From an optimization exercise on the open Yosys and OpenROAD flow, aimed at a short achievable clock period and few clock cycles; shortcuts taken in it are not production practice. No functional check of the RTL was part of any run shown here. No activity file was given, so power comes from the tool's default toggle rates.

## flow/design.v (module list and top-level ports; edited modules follow where they fit)
// module vericlash_cpu: 249 lines
// module mul_st1: 1248 lines
// module mul_st2: 616 lines
module vericlash_cpu (
    input  wire        clk,
    input  wire        rst,
    output wire [9:0]  imem_addr,
    input  wire [31:0] imem_rdata,
    output wire [9:0]  dmem_addr,
    output wire [31:0] dmem_wdata,
    output wire        dmem_we,
    input  wire [31:0] dmem_rdata,
    output wire        halted
);
  // ...
==> flow/flow/run.sh <==
#!/bin/bash
set -euo pipefail
cd "$(dirname "$0")/.."
MARGIN=${MARGIN:-9}
bash standard.sh synth > synth.log 2>&1
bash standard.sh SETUP_SLACK_MARGIN=$MARGIN finish > layout.log 2>&1
==> flow/standard.sh <==
#!/bin/bash
# synth_recipe.tcl (not shown) runs the flow's synth.tcl, then flattens the netlist and writes it again
# the make line also repeats each setting of config.mk as NAME=value (left out here)
make -C /OpenROAD-flow-scripts/flow DESIGN_CONFIG=/design/flow/config.mk WORK_HOME=/design/flow/orfs CLKGATE_MAP_FILE= SYNTH_SCRIPT=/design/flow/synth_recipe.tcl "${@:-finish}"
==> flow/config.mk <==
export PLATFORM = sky130hd
export DESIGN_NAME = vericlash_cpu
export DESIGN_NICKNAME = vericlash_cpu
export VERILOG_FILES = /design/flow/design.v
export SDC_FILE = /design/flow/constraint.sdc
export NUM_CORES = 4
export LEC_CHECK = 0
export ABC_CLOCK_PERIOD_IN_PS = 2500
export CAP_MARGIN = 20
export CORE_MARGIN = 2
export CORE_UTILIZATION = 40
export PLACE_DENSITY = 0.6
export SLEW_MARGIN = 20
==> flow/constraint.sdc <==
create_clock -name core_clock -period 12.0 [get_ports {clk}]
set_input_delay 2.4000 -clock core_clock [delete_from_list [all_inputs] [get_ports {clk}]]
set_output_delay 2.4000 -clock core_clock [all_outputs]
set_load 0.01 [all_outputs]
==> results.txt, run 1 <==
Non-CTS buffers=between 700 and 800; Port Buffers=119; crit-path cells=buf_12 -> buf_16 -> mux2i_1 -> o21a_1 -> buf_6 -> clkinvlp_4 -> ha_4 -> nor4_4 -> nand4_1 -> nor4_4 -> nor3_2 -> nand2_1 -> o31ai_4 -> xnor2_1 -> buf_6 -> a2111oi_2 -> a2111oi_2; Final Skew=roughly 61 ps; R2R depth=17; largest family of logic cells by synthesized area=multiplexers; Period minus WS final=a little over 4000 ps; most frequent cells in the layout=dfxtp_1, nor2_1, inv_1; Setup Fix Bufs, Post-CTS=about 280; multi-input gates=4,493; Yosys cell types=75; DP Area=0.0759 mm2; cts hold-fix bufs=0; Critical Path AT=4750 ps; hpwl dp=175,000 um; synthesized area=just over 0.07 mm2; non-clock inverter count in the final layout=639; Clock transition at path regs=60 ps; Cell Count, Final, Fillers Out=9,737; Syn Inst Count=between 6,000 and 7,000; status=complete, no violations; Pins Over Slew Limit=0; area share of the largest cell type after synthesis=between 30% and 40%; Post-Synth Simple-Gate Area=10.8%; ys flop type=dfxtp_1
==> module vericlash_cpu, before the edit <==
module vericlash_cpu (
    input  wire        clk,
    input  wire        rst,
    output wire [9:0]  imem_addr,
    input  wire [31:0] imem_rdata,
    output wire [9:0]  dmem_addr,
    output wire [31:0] dmem_wdata,
    output wire        dmem_we,
    input  wire [31:0] dmem_rdata,
    output wire        halted
);
    localparam OP_HLT = 4'h0, OP_MOV = 4'h1, OP_MVI = 4'h2, OP_LOD = 4'h3,
               OP_STR = 4'h4, OP_ADD = 4'h5, OP_SUB = 4'h6, OP_MUL = 4'h7,
               OP_AND = 4'h8, OP_ORR = 4'h9, OP_NOT = 4'ha, OP_LES = 4'hb,
               OP_GTR = 4'hc, OP_JEZ = 4'hd, OP_JNZ = 4'he, OP_JMP = 4'hf;
    localparam N1 = 338;
    reg  [9:0]   pc;             
    reg          hlt_seen;       
    reg          d_valid;
    reg  [31:0]  d_ir;
    reg  [9:0]   d_pcp1;
    reg          e_valid;
    reg  [3:0]   e_op;
    reg  [3:0]   e_rd;
    reg          e_wr, e_late, e_mul, e_lod, e_str, e_hlt, e_br;
    reg  [15:0]  e_imm;
    reg  [9:0]   e_pcp1;
    reg  [31:0]  e_a, e_b, e_d;
    reg          e_fa_em, e_fa_mw, e_fb_em, e_fb_mw, e_fd_em, e_fd_mw;
    reg          m_valid, m_wr, m_mul, m_lod;
    reg  [3:0]   m_rd;
    reg  [31:0]  em_res;
    reg  [9:0]   m_addr;
    reg  [31:0]  m_wdata;
    reg          m_we;
    reg  [N1-1:0] m_mp;
    reg          w_valid, w_wr, w_mul;
    reg  [3:0]   w_rd;
    reg  [31:0]  mw_res;
    reg  [31:0]  w_ms, w_mc;
    reg  [511:0] regs;           
    reg  [15:0]  zf;             
    reg          halted_q;
    reg          e_fz, e_fz_ok;   
    wire [31:0] mul_final = w_ms + w_mc;
    wire [31:0] w_value   = w_mul ? mul_final : mw_res;
    wire        w_we      = w_valid & w_wr;
    wire        mw_zero   = (mw_res == 32'd0);
    wire        w_zero    = (w_value == 32'd0);
    wire [3:0]  d_op = d_ir[31:28];
    wire [3:0]  d_rd = d_ir[27:24];
    wire [3:0]  d_ra = d_ir[23:20];
    wire [3:0]  d_rb = d_ir[19:16];
    reg d_uses_a, d_uses_b, d_uses_d, d_wr;
    always @(*) begin
        d_uses_a = 1'b0; d_uses_b = 1'b0; d_uses_d = 1'b0; d_wr = 1'b0;
        case (d_op)
            OP_MOV, OP_NOT: begin d_uses_a = 1'b1; d_wr = 1'b1; end
            OP_MVI:         d_wr = 1'b1;
            OP_LOD:         begin d_uses_a = 1'b1; d_wr = 1'b1; end
            OP_STR:         begin d_uses_a = 1'b1; d_uses_d = 1'b1; end
            OP_ADD, OP_SUB, OP_MUL, OP_AND, OP_ORR, OP_LES, OP_GTR:
                            begin d_uses_a = 1'b1; d_uses_b = 1'b1; d_wr = 1'b1; end
            OP_JEZ, OP_JNZ: d_uses_d = 1'b1;
            default: ;
        endcase
    end
    wire d_hlt = (d_op == OP_HLT);
    wire d_br  = (d_op == OP_JEZ) | (d_op == OP_JNZ);
    wire d_mul = (d_op == OP_MUL);
    wire d_lod = (d_op == OP_LOD);
    wire a_hitE = e_valid & e_wr & (e_rd == d_ra);
    wire a_hitM = m_valid & m_wr & (m_rd == d_ra);
    wire a_hitW = w_we & (w_rd == d_ra);
    wire b_hitE = e_valid & e_wr & (e_rd == d_rb);
    wire b_hitM = m_valid & m_wr & (m_rd == d_rb);
    wire b_hitW = w_we & (w_rd == d_rb);
    wire x_hitE = e_valid & e_wr & (e_rd == d_rd);
    wire x_hitM = m_valid & m_wr & (m_rd == d_rd);
    wire x_hitW = w_we & (w_rd == d_rd);
    wire a_stall = a_hitE ? e_late : (a_hitM & m_mul);
    wire b_stall = b_hitE ? e_late : (b_hitM & m_mul);
    wire x_stall = x_hitE ? e_late : (x_hitM & m_mul);
    wire stall = d_valid & ((d_uses_a & a_stall) | (d_uses_b & b_stall) | (d_uses_d & x_stall));
    wire [31:0] rf_a = regs[d_ra*32 +: 32];
    wire [31:0] rf_b = regs[d_rb*32 +: 32];
    wire [31:0] rf_d = regs[d_rd*32 +: 32];
    wire [31:0] d_a = a_hitW ? w_value : rf_a;
    wire [31:0] d_b = b_hitW ? w_value : rf_b;
    wire [31:0] d_d = x_hitW ? w_value : rf_d;
    wire em_zero    = (em_res == 32'd0);
    wire d_br_known = x_hitE ? e_fz_ok : x_hitM ? ~m_lod : x_hitW ? ~w_mul : 1'b1;
    wire d_zero     = x_hitE ? e_fz : x_hitM ? em_zero : x_hitW ? mw_zero : zf[d_rd];
    wire d_taken    = (d_op == OP_JEZ) ? d_zero : ~d_zero;
    wire d_pred     = (d_op == OP_JNZ);
    wire [31:0] a = e_fa_em ? em_res : e_fa_mw ? mw_res : e_a;
    wire [31:0] b = e_fb_em ? em_res : e_fb_mw ? mw_res : e_b;
    wire [31:0] d = e_fd_em ? em_res : e_fd_mw ? mw_res : e_d;
    wire [31:0] imm = {{16{e_imm[15]}}, e_imm};
    reg [31:0] result;
    always @(*) begin
        case (e_op)
            OP_MOV: result = a;
            OP_MVI: result = imm;
            OP_ADD: result = a + b;
            OP_SUB: result = a - b;
            OP_AND: result = a & b;
            OP_ORR: result = a | b;
            OP_NOT: result = {31'd0, a == 32'd0};
            OP_LES: result = {31'd0, $signed(a) < $signed(b)};
            OP_GTR: result = {31'd0, $signed(a) > $signed(b)};
            default: result = 32'd0;
        endcase
    end
    always @(*) begin
        e_fz_ok = 1'b1;
        case (e_op)
            OP_MOV: e_fz = (a == 32'd0);
            OP_MVI: e_fz = (e_imm == 16'd0);
            OP_ADD: e_fz = ((a ^ b) == {a[30:0] | b[30:0], 1'b0});
            OP_SUB: e_fz = (a == b);
            OP_AND: e_fz = ((a & b) == 32'd0);
            OP_ORR: e_fz = ((a | b) == 32'd0);
            OP_NOT: e_fz = (a != 32'd0);
            default: begin e_fz = 1'b0; e_fz_ok = 1'b0; end
        endcase
    end
    wire e_zero  = (d == 32'd0);
    wire e_taken = (e_op == OP_JEZ) ? e_zero : ~e_zero;
    wire e_pred  = (e_op == OP_JNZ);
    wire e_redirect = e_valid & e_br & (e_taken != e_pred);
    wire [9:0] e_target = e_taken ? e_imm[9:0] : e_pcp1;
    wire d_redirect = d_valid & d_br & d_br_known & (d_taken != d_pred) & ~e_redirect;
    wire [9:0] d_target = d_taken ? d_ir[9:0] : d_pcp1;
    wire [N1-1:0] mp1;
    mul_st1 u_mul1 (.a(a), .b(b), .o(mp1));
    wire [31:0] ms2, mc2;
    mul_st2 u_mul2 (.p(m_mp), .s(ms2), .c(mc2));
    wire d_hold = stall | (d_valid & d_hlt) | hlt_seen;
    wire f_take = imem_rdata[31] & imem_rdata[30] & imem_rdata[29];   
    wire [9:0] pc_p1 = pc + 10'd1;
    always @(posedge clk) begin
        if (rst)
            pc <= 10'd0;
        else if (e_redirect)
            pc <= e_target;
        else if (d_redirect)
            pc <= d_target;
        else if (!d_hold)
            pc <= f_take ? imem_rdata[9:0] : pc_p1;
    end
    always @(posedge clk) begin
        if (rst) begin
            d_valid  <= 1'b0;
            hlt_seen <= 1'b0;
        end else begin
            if (e_redirect | d_redirect)
                d_valid <= 1'b0;
            else if (!stall)
                d_valid <= ~((d_valid & d_hlt) | hlt_seen);
            if (d_valid & d_hlt & ~e_redirect)
                hlt_seen <= 1'b1;
        end
        if (!stall) begin
            d_ir   <= imem_rdata;
            d_pcp1 <= pc_p1;
        end
    end
    always @(posedge clk) begin
        if (rst)
            e_valid <= 1'b0;
        else
            e_valid <= d_valid & ~stall & ~e_redirect;
        e_op   <= d_op;
        e_rd   <= d_rd;
        e_wr   <= d_wr;
        e_late <= d_mul | d_lod;
        e_mul  <= d_mul;
        e_lod  <= d_lod;
        e_str  <= (d_op == OP_STR);
        e_hlt  <= d_hlt;
        e_br   <= d_br & ~d_br_known;
        e_imm  <= d_ir[15:0];
        e_pcp1 <= d_pcp1;
        e_a    <= d_a;
        e_b    <= d_b;
        e_d    <= d_d;
        e_fa_em <= a_hitE;
        e_fa_mw <= ~a_hitE & a_hitM;
        e_fb_em <= b_hitE;
        e_fb_mw <= ~b_hitE & b_hitM;
        e_fd_em <= x_hitE;
        e_fd_mw <= ~x_hitE & x_hitM;
    end
    always @(posedge clk) begin
        if (rst) begin
            m_valid <= 1'b0;
            m_we    <= 1'b0;
        end else begin
            m_valid <= e_valid;
            m_we    <= e_valid & e_str;
        end
        m_wr    <= e_wr;
        m_mul   <= e_mul;
        m_lod   <= e_lod;
        m_rd    <= e_rd;
        em_res  <= result;
        m_addr  <= a[9:0] + e_imm[9:0];
        m_wdata <= d;
        m_mp    <= mp1;
    end
    always @(posedge clk) begin
        if (rst)
            w_valid <= 1'b0;
        else
            w_valid <= m_valid;
        w_wr   <= m_wr;
        w_mul  <= m_mul;
        w_rd   <= m_rd;
        mw_res <= m_lod ? dmem_rdata : em_res;
        w_ms   <= ms2;
        w_mc   <= mc2;
    end
    genvar g;
    generate
        for (g = 0; g < 16; g = g + 1) begin : rf
            always @(posedge clk) begin
                if (rst) begin
                    regs[g*32 +: 32] <= 32'd0;
                    zf[g] <= 1'b1;
                end else if (w_we && w_rd == g) begin
                    regs[g*32 +: 32] <= w_value;
                    zf[g] <= w_zero;
                end
            end
        end
    endgenerate
    always @(posedge clk) begin
        if (rst)
            halted_q <= 1'b0;
        else if (e_valid & e_hlt)
            halted_q <= 1'b1;
    end
    assign imem_addr  = pc;
    assign dmem_addr  = m_addr;
    assign dmem_wdata = m_wdata;
    assign dmem_we    = m_we;
    assign halted     = halted_q;
endmodule
==> inputs of run 2 (changes only) <==
--- a/flow/design.v
+++ b/flow/design.v
@@ -19,20 +19,21 @@
     reg          d_valid;
     reg  [31:0]  d_ir;
     reg  [9:0]   d_pcp1;
+    reg          d_pred;         
+    reg  [31:0]  d_rfa, d_rfb, d_rfd;   
     reg          e_valid;
     reg  [3:0]   e_op;
     reg  [3:0]   e_rd;
-    reg          e_wr, e_late, e_mul, e_lod, e_str, e_hlt, e_br;
+    reg          e_wr, e_late, e_mul, e_lod, e_br;
     reg  [15:0]  e_imm;
     reg  [9:0]   e_pcp1;
-    reg  [31:0]  e_a, e_b, e_d;
-    reg          e_fa_em, e_fa_mw, e_fb_em, e_fb_mw, e_fd_em, e_fd_mw;
-    reg          m_valid, m_wr, m_mul, m_lod;
+    reg  [31:0]  e_a, e_b, e_d;      
+    reg  [31:0]  e_ma, e_mb;         
+    reg  [9:0]   e_addr;             
+    reg          e_we;               
+    reg          m_valid, m_wr, m_mul;
     reg  [3:0]   m_rd;
     reg  [31:0]  em_res;
-    reg  [9:0]   m_addr;
-    reg  [31:0]  m_wdata;
-    reg          m_we;
     reg  [N1-1:0] m_mp;
     reg          w_valid, w_wr, w_mul;
     reg  [3:0]   w_rd;
@@ -41,12 +42,15 @@
     reg  [511:0] regs;           
     reg  [15:0]  zf;             
     reg          halted_q;
+    reg  [31:0]  result;          
+    wire [31:0]  e_value;         
     reg          e_fz, e_fz_ok;   
     wire [31:0] mul_final = w_ms + w_mc;
     wire [31:0] w_value   = w_mul ? mul_final : mw_res;
     wire        w_we      = w_valid & w_wr;
     wire        mw_zero   = (mw_res == 32'd0);
-    wire        w_zero    = (w_value == 32'd0);
+    wire        mul_zero  = ((w_ms ^ w_mc) == {w_ms[30:0] | w_mc[30:0], 1'b0});
+    wire        w_zero    = w_mul ? mul_zero : mw_zero;
     wire [3:0]  d_op = d_ir[31:28];
     wire [3:0]  d_rd = d_ir[27:24];
     wire [3:0]  d_ra = d_ir[23:20];
@@ -69,6 +73,7 @@
     wire d_br  = (d_op == OP_JEZ) | (d_op == OP_JNZ);
     wire d_mul = (d_op == OP_MUL);
     wire d_lod = (d_op == OP_LOD);
+    wire d_str = (d_op == OP_STR);
     wire a_hitE = e_valid & e_wr & (e_rd == d_ra);
     wire a_hitM = m_valid & m_wr & (m_rd == d_ra);
     wire a_hitW = w_we & (w_rd == d_ra);
@@ -78,26 +83,40 @@
     wire x_hitE = e_valid & e_wr & (e_rd == d_rd);
     wire x_hitM = m_valid & m_wr & (m_rd == d_rd);
     wire x_hitW = w_we & (w_rd == d_rd);
-    wire a_stall = a_hitE ? e_late : (a_hitM & m_mul);
+    wire a_stall = a_hitE ? (e_late | d_lod | d_str) : (a_hitM & m_mul);
     wire b_stall = b_hitE ? e_late : (b_hitM & m_mul);
     wire x_stall = x_hitE ? e_late : (x_hitM & m_mul);
     wire stall = d_valid & ((d_uses_a & a_stall) | (d_uses_b & b_stall) | (d_uses_d & x_stall));
-    wire [31:0] rf_a = regs[d_ra*32 +: 32];
-    wire [31:0] rf_b = regs[d_rb*32 +: 32];
-    wire [31:0] rf_d = regs[d_rd*32 +: 32];
-    wire [31:0] d_a = a_hitW ? w_value : rf_a;
-    wire [31:0] d_b = b_hitW ? w_value : rf_b;
-    wire [31:0] d_d = x_hitW ? w_value : rf_d;
+    wire [31:0] rf_a = d_rfa;
+    wire [31:0] rf_b = d_rfb;
+    wire [31:0] rf_d = d_rfd;
+    wire [31:0] m_value = em_res;
+    wire [31:0] d_a0 = a_hitM ? m_value : a_hitW ? w_value : rf_a;
+    wire [31:0] d_b0 = b_hitM ? m_value : b_hitW ? w_value : rf_b;
+    wire [31:0] d_d0 = x_hitM ? m_value : x_hitW ? w_value : rf_d;
+    wire [31:0] d_a  = a_hitE ? e_value : d_a0;
+    wire [31:0] d_b  = b_hitE ? e_value : d_b0;
+    wire [31:0] d_d  = x_hitE ? e_value : d_d0;
+    wire [9:0]  d_addr = d_a0[9:0] + d_ir[9:0];
     wire em_zero    = (em_res == 32'd0);
-    wire d_br_known = x_hitE ? e_fz_ok : x_hitM ? ~m_lod : x_hitW ? ~w_mul : 1'b1;
-    wire d_zero     = x_hitE ? e_fz : x_hitM ? em_zero : x_hitW ? mw_zero : zf[d_rd];
+    wire d_br_known = x_hitE ? e_fz_ok : x_hitM ? ~m_mul : 1'b1;
+    wire d_zero     = x_hitE ? e_fz : x_hitM ? em_zero : x_hitW ? w_zero : zf[d_rd];
     wire d_taken    = (d_op == OP_JEZ) ? d_zero : ~d_zero;
-    wire d_pred     = (d_op == OP_JNZ);
-    wire [31:0] a = e_fa_em ? em_res : e_fa_mw ? mw_res : e_a;
-    wire [31:0] b = e_fb_em ? em_res : e_fb_mw ? mw_res : e_b;
-    wire [31:0] d = e_fd_em ? em_res : e_fd_mw ? mw_res : e_d;
+    reg d_fz, d_fz_ok;
+    always @(*) begin
+        d_fz_ok = d_valid & ~a_hitE & ~a_hitM & ~a_hitW & ~b_hitE & ~b_hitM & ~b_hitW;
+        case (d_op)
+            OP_MVI: begin d_fz = (d_ir[15:0] == 16'd0); d_fz_ok = d_valid; end
+            OP_ADD: d_fz = ((rf_a ^ rf_b) == {rf_a[30:0] | rf_b[30:0], 1'b0});
+            OP_SUB: d_fz = (rf_a == rf_b);
+            default: begin d_fz = 1'b0; d_fz_ok = 1'b0; end
+        endcase
+    end
+    wire [31:0] a = e_a;
+    wire [31:0] b = e_b;
+    wire [31:0] d = e_d;
     wire [31:0] imm = {{16{e_imm[15]}}, e_imm};
-    reg [31:0] result;
+    assign e_value = e_lod ? dmem_rdata : result;
     always @(*) begin
         case (e_op)
             OP_MOV: result = a;
@@ -127,27 +146,45 @@
     end
     wire e_zero  = (d == 32'd0);
     wire e_taken = (e_op == OP_JEZ) ? e_zero : ~e_zero;
-    wire e_pred  = (e_op == OP_JNZ);
+    reg  e_pred;
     wire e_redirect = e_valid & e_br & (e_taken != e_pred);
     wire [9:0] e_target = e_taken ? e_imm[9:0] : e_pcp1;
     wire d_redirect = d_valid & d_br & d_br_known & (d_taken != d_pred) & ~e_redirect;
     wire [9:0] d_target = d_taken ? d_ir[9:0] : d_pcp1;
     wire [N1-1:0] mp1;
-    mul_st1 u_mul1 (.a(a), .b(b), .o(mp1));
+    mul_st1 u_mul1 (.a(e_ma), .b(e_mb), .o(mp1));
     wire [31:0] ms2, mc2;
     mul_st2 u_mul2 (.p(m_mp), .s(ms2), .c(mc2));
     wire d_hold = stall | (d_valid & d_hlt) | hlt_seen;
-    wire f_take = imem_rdata[31] & imem_rdata[30] & imem_rdata[29];   
+    wire [3:0] f_op = imem_rdata[31:28];
+    wire [3:0] f_rd = imem_rdata[27:24];
+    wire f_pD = d_valid & d_wr & (d_rd == f_rd);
+    wire f_dz = f_pD & d_fz_ok & d_fz;
+    wire f_take  = (f_op == OP_JMP) | ((f_op == OP_JNZ) & ~f_dz) | ((f_op == OP_JEZ) & f_dz);
     wire [9:0] pc_p1 = pc + 10'd1;
+    wire [15:0] f_sa = 16'd1 << imem_rdata[23:20];
+    wire [15:0] f_sb = 16'd1 << imem_rdata[19:16];
+    wire [15:0] f_sd = 16'd1 << imem_rdata[27:24];
+    reg  [31:0] f_ra, f_rb, f_rdv;
+    integer k;
+    always @(*) begin
+        f_ra = 32'd0; f_rb = 32'd0; f_rdv = 32'd0;
+        for (k = 0; k < 16; k = k + 1) begin
+            f_ra  = f_ra  | ({32{f_sa[k]}} & regs[k*32 +: 32]);
+            f_rb  = f_rb  | ({32{f_sb[k]}} & regs[k*32 +: 32]);
+            f_rdv = f_rdv | ({32{f_sd[k]}} & regs[k*32 +: 32]);
+        end
+    end
+    wire [31:0] f_rfa = (w_we & (w_rd == imem_rdata[23:20])) ? w_value : f_ra;
+    wire [31:0] f_rfb = (w_we & (w_rd == imem_rdata[19:16])) ? w_value : f_rb;
+    wire [31:0] f_rfd = (w_we & (w_rd == imem_rdata[27:24])) ? w_value : f_rdv;
+    wire f_take_g = f_take & ~e_redirect & ~d_redirect & ~d_hold;
+    wire [9:0] pc_alt = e_redirect ? e_target : d_redirect ? d_target : d_hold ? pc : pc_p1;
     always @(posedge clk) begin
         if (rst)
             pc <= 10'd0;
-        else if (e_redirect)
-            pc <= e_target;
-        else if (d_redirect)
-            pc <= d_target;
-        else if (!d_hold)
-            pc <= f_take ? imem_rdata[9:0] : pc_p1;
+        else
+            pc <= f_take_g ? imem_rdata[9:0] : pc_alt;
     end
     always @(posedge clk) begin
         if (rst) begin
@@ -164,49 +201,52 @@
         if (!stall) begin
             d_ir   <= imem_rdata;
             d_pcp1 <= pc_p1;
+            d_pred <= f_take;
+            d_rfa  <= f_rfa;
+            d_rfb  <= f_rfb;
+            d_rfd  <= f_rfd;
+        end else begin
+            d_rfa  <= d_a0;
+            d_rfb  <= d_b0;
+            d_rfd  <= d_d0;
         end
     end
     always @(posedge clk) begin
-        if (rst)
+        if (rst) begin
             e_valid <= 1'b0;
-        else
+            e_we    <= 1'b0;
+        end else begin
             e_valid <= d_valid & ~stall & ~e_redirect;
+            e_we    <= d_valid & d_str & ~stall & ~e_redirect;
+        end
         e_op   <= d_op;
         e_rd   <= d_rd;
         e_wr   <= d_wr;
-        e_late <= d_mul | d_lod;
+        e_late <= d_mul;
         e_mul  <= d_mul;
         e_lod  <= d_lod;
-        e_str  <= (d_op == OP_STR);
-        e_hlt  <= d_hlt;
         e_br   <= d_br & ~d_br_known;
         e_imm  <= d_ir[15:0];
         e_pcp1 <= d_pcp1;
+        e_pred <= d_pred;
         e_a    <= d_a;
         e_b    <= d_b;
         e_d    <= d_d;
-        e_fa_em <= a_hitE;
-        e_fa_mw <= ~a_hitE & a_hitM;
-        e_fb_em <= b_hitE;
-        e_fb_mw <= ~b_hitE & b_hitM;
-        e_fd_em <= x_hitE;
-        e_fd_mw <= ~x_hitE & x_hitM;
+        if (d_mul) begin
+            e_ma <= d_a;
+            e_mb <= d_b;
+        end
+        e_addr <= d_addr;
     end
     always @(posedge clk) begin
-        if (rst) begin
+        if (rst)
             m_valid <= 1'b0;
-            m_we    <= 1'b0;
-        end else begin
+        else
             m_valid <= e_valid;
-            m_we    <= e_valid & e_str;
-        end
         m_wr    <= e_wr;
         m_mul   <= e_mul;
-        m_lod   <= e_lod;
         m_rd    <= e_rd;
-        em_res  <= result;
-        m_addr  <= a[9:0] + e_imm[9:0];
-        m_wdata <= d;
+        em_res  <= e_value;
         m_mp    <= mp1;
     end
     always @(posedge clk) begin
@@ -217,7 +257,7 @@
         w_wr   <= m_wr;
         w_mul  <= m_mul;
         w_rd   <= m_rd;
-        mw_res <= m_lod ? dmem_rdata : em_res;
+        mw_res <= em_res;
         w_ms   <= ms2;
         w_mc   <= mc2;
     end
@@ -238,13 +278,13 @@
     always @(posedge clk) begin
         if (rst)
             halted_q <= 1'b0;
-        else if (e_valid & e_hlt)
+        else if (d_valid & d_hlt & ~e_redirect)
             halted_q <= 1'b1;
     end
     assign imem_addr  = pc;
-    assign dmem_addr  = m_addr;
-    assign dmem_wdata = m_wdata;
-    assign dmem_we    = m_we;
+    assign dmem_addr  = e_addr;
+    assign dmem_wdata = e_d;
+    assign dmem_we    = e_we;
     assign halted     = halted_q;
 endmodule
 module mul_st1 (input wire [31:0] a, input wire [31:0] b, output wire [337:0] o);
==> flow/config.mk (replaced) <==
export PLATFORM = sky130hd
export DESIGN_NAME = vericlash_cpu
export DESIGN_NICKNAME = vericlash_cpu
export VERILOG_FILES = /design/flow/design.v
export SDC_FILE = /design/flow/constraint.sdc
export NUM_CORES = 4
export LEC_CHECK = 0
export ABC_CLOCK_PERIOD_IN_PS = 1500
export CAP_MARGIN = 20
export CORE_MARGIN = 2
export CORE_UTILIZATION = 50
export CTS_CLUSTER_DIAMETER = 120
export CTS_CLUSTER_SIZE = 20
export PLACE_DENSITY = 0.65
export SLEW_MARGIN = 20
==> run 2 against run 1 <==
Net effect:
- the flow now stops in global routing
- area after synthesis increased by 7.2%
- synthesized cell count grew 22%
==> results.txt, run 2 <==
area share of the largest cell type after synthesis=33.4% (-0.89 points); Starting Density=50.5%; synthesized area=0.0758 mm2 (+7.2%); Halt Reason=[ERROR GRT-0232] Routing congestion too high. Check the congestion heatmap in the GUI.; die width=between 300 and 400 um; syn_area_per_cell=approximately 8.9 um2; die span in y=around 400 um; Sink Count=1,373; sequential area share after synthesis=between 30% and 40%; Synth Register Bits=~1,400; Port Buffers=119 (unchanged); H-tree depth=3; syn nets=9,174; Syn Inst Count=8,471 (+22%); Synth area leader=dfxtp_1; hpwl dp=228,000 um (+30%); Ys Warns=1; Post-synth EDFFs=107; Placed Cells=10,100; Post-synth ARST share=0%; total CTS buffers=78; status=aborted with a tool error; cts hold-fix bufs=0 (unchanged); I/O pin cnt=120; root buf cell=clkbuf_16; Placer Congestion=1.06; clock buffer depth=3; Yosys cell types=91 (+21%); largest net degree at the start of global routing=71; count leader, synth=dfxtp_1; ranking of synthesized cells by area=dfxtp_1, fa_1, nor2_1, a211oi_1, a22oi_1; last stage reached=global routing; std cell rows=142; ys flop type=dfxtp_1; commonest cells in the netlist=dfxtp_1, nor2_1, inv_1; total grt overflow=1; all-layer global routing usage=about 59%
run 2: worst max path at each step:
stage	slack, ps	cells after the start	end
CTS	8230	12	pc[1]$_SDFFE_PP0P_
detailed placement	6100	7	d_rfb[22]$_DFF_P_
global placement	6100	7	d_rfb[22]$_DFF_P_
floorplan	7750	12	pc[2]$_SDFFE_PP0P_
run 2: cell families after synthesis:
family / share of synthesized area (%)
flops: 37.7
compound gates: 20.4
xor+xnor: 2.80
buf+inv: 7.10
mux: 2.30
fa+ha+maj: 14.6
simple gates: 15.2
run 2: metrics by stage:
| stage | cell area (um2) | worst slack [ps] | hold WS [ps] | util (%) |
|---|---|---|---|---|
| floorplan | 82200 | 7750 | 310 | - |
| global placement | 83000 | 6100 | 310 | 55.3 |
| detailed placement | 83100 | 6100 | 312 | 55.4 |
| CTS | 102000 | 8230 | 334 | 68.1 |
run 2: what timing repair did:
item / in CTS
setup endpoints to repair: 937
cloned: 118
buffers inserted: 677
resized for setup: 2191
pin swaps: 632
run 2: metal layers:
layer	GRT overflow	track usage (%)
met4	0	53.0
met1	0	63.1
met3	1	38.4
met5	0	17.9
met2	0	75.8
run 2: power by group through the flow:
| stage | sequential [W] | combinational (W) | clock [W] |
|---|---|---|---|
| 2_1_floorplan | 0.00497 | 0.00162 | 0 |
| 3_3_place_gp | 0.00504 | 0.00238 | 0 |
| 4_1_cts | 0.00493 | 0.00361 | 0.00287 |
| 3_5_place_dp | 0.00504 | 0.00239 | 0 |

-- what the ideal ports hide --
The results above use ideal ports. As a check the final layout listed here was re-extracted and re-timed, cells and wires unchanged.
Step 1 (the two cells are an assumption about what drives the block):
set clk [get_ports {clk}]
set_driving_cell -lib_cell sky130_fd_sc_hd__clkbuf_16 $clk
set_driving_cell -lib_cell sky130_fd_sc_hd__buf_2 [delete_from_list [all_inputs] $clk]
Step 2 also shifts input and output timing later by t, the mid clock arrival at the registers, as if the neighbouring blocks saw the same clock.
Three values: no drivers, after step 1, after step 2; two values: the first two.
run: run 1
t, ns: 0.889
setup WS [ns]: 7.910 / 7.910 / 7.629
worst hold slack (ns): 0.330 / 0.330 / 0.330
worst setup path at the end: input to register
cell pins on the clock port's net: 1
After both steps run 1 still meets setup and hold. The setup slack of run 1 moves by 0.000 ns with the drivers and by -0.281 ns with both steps.
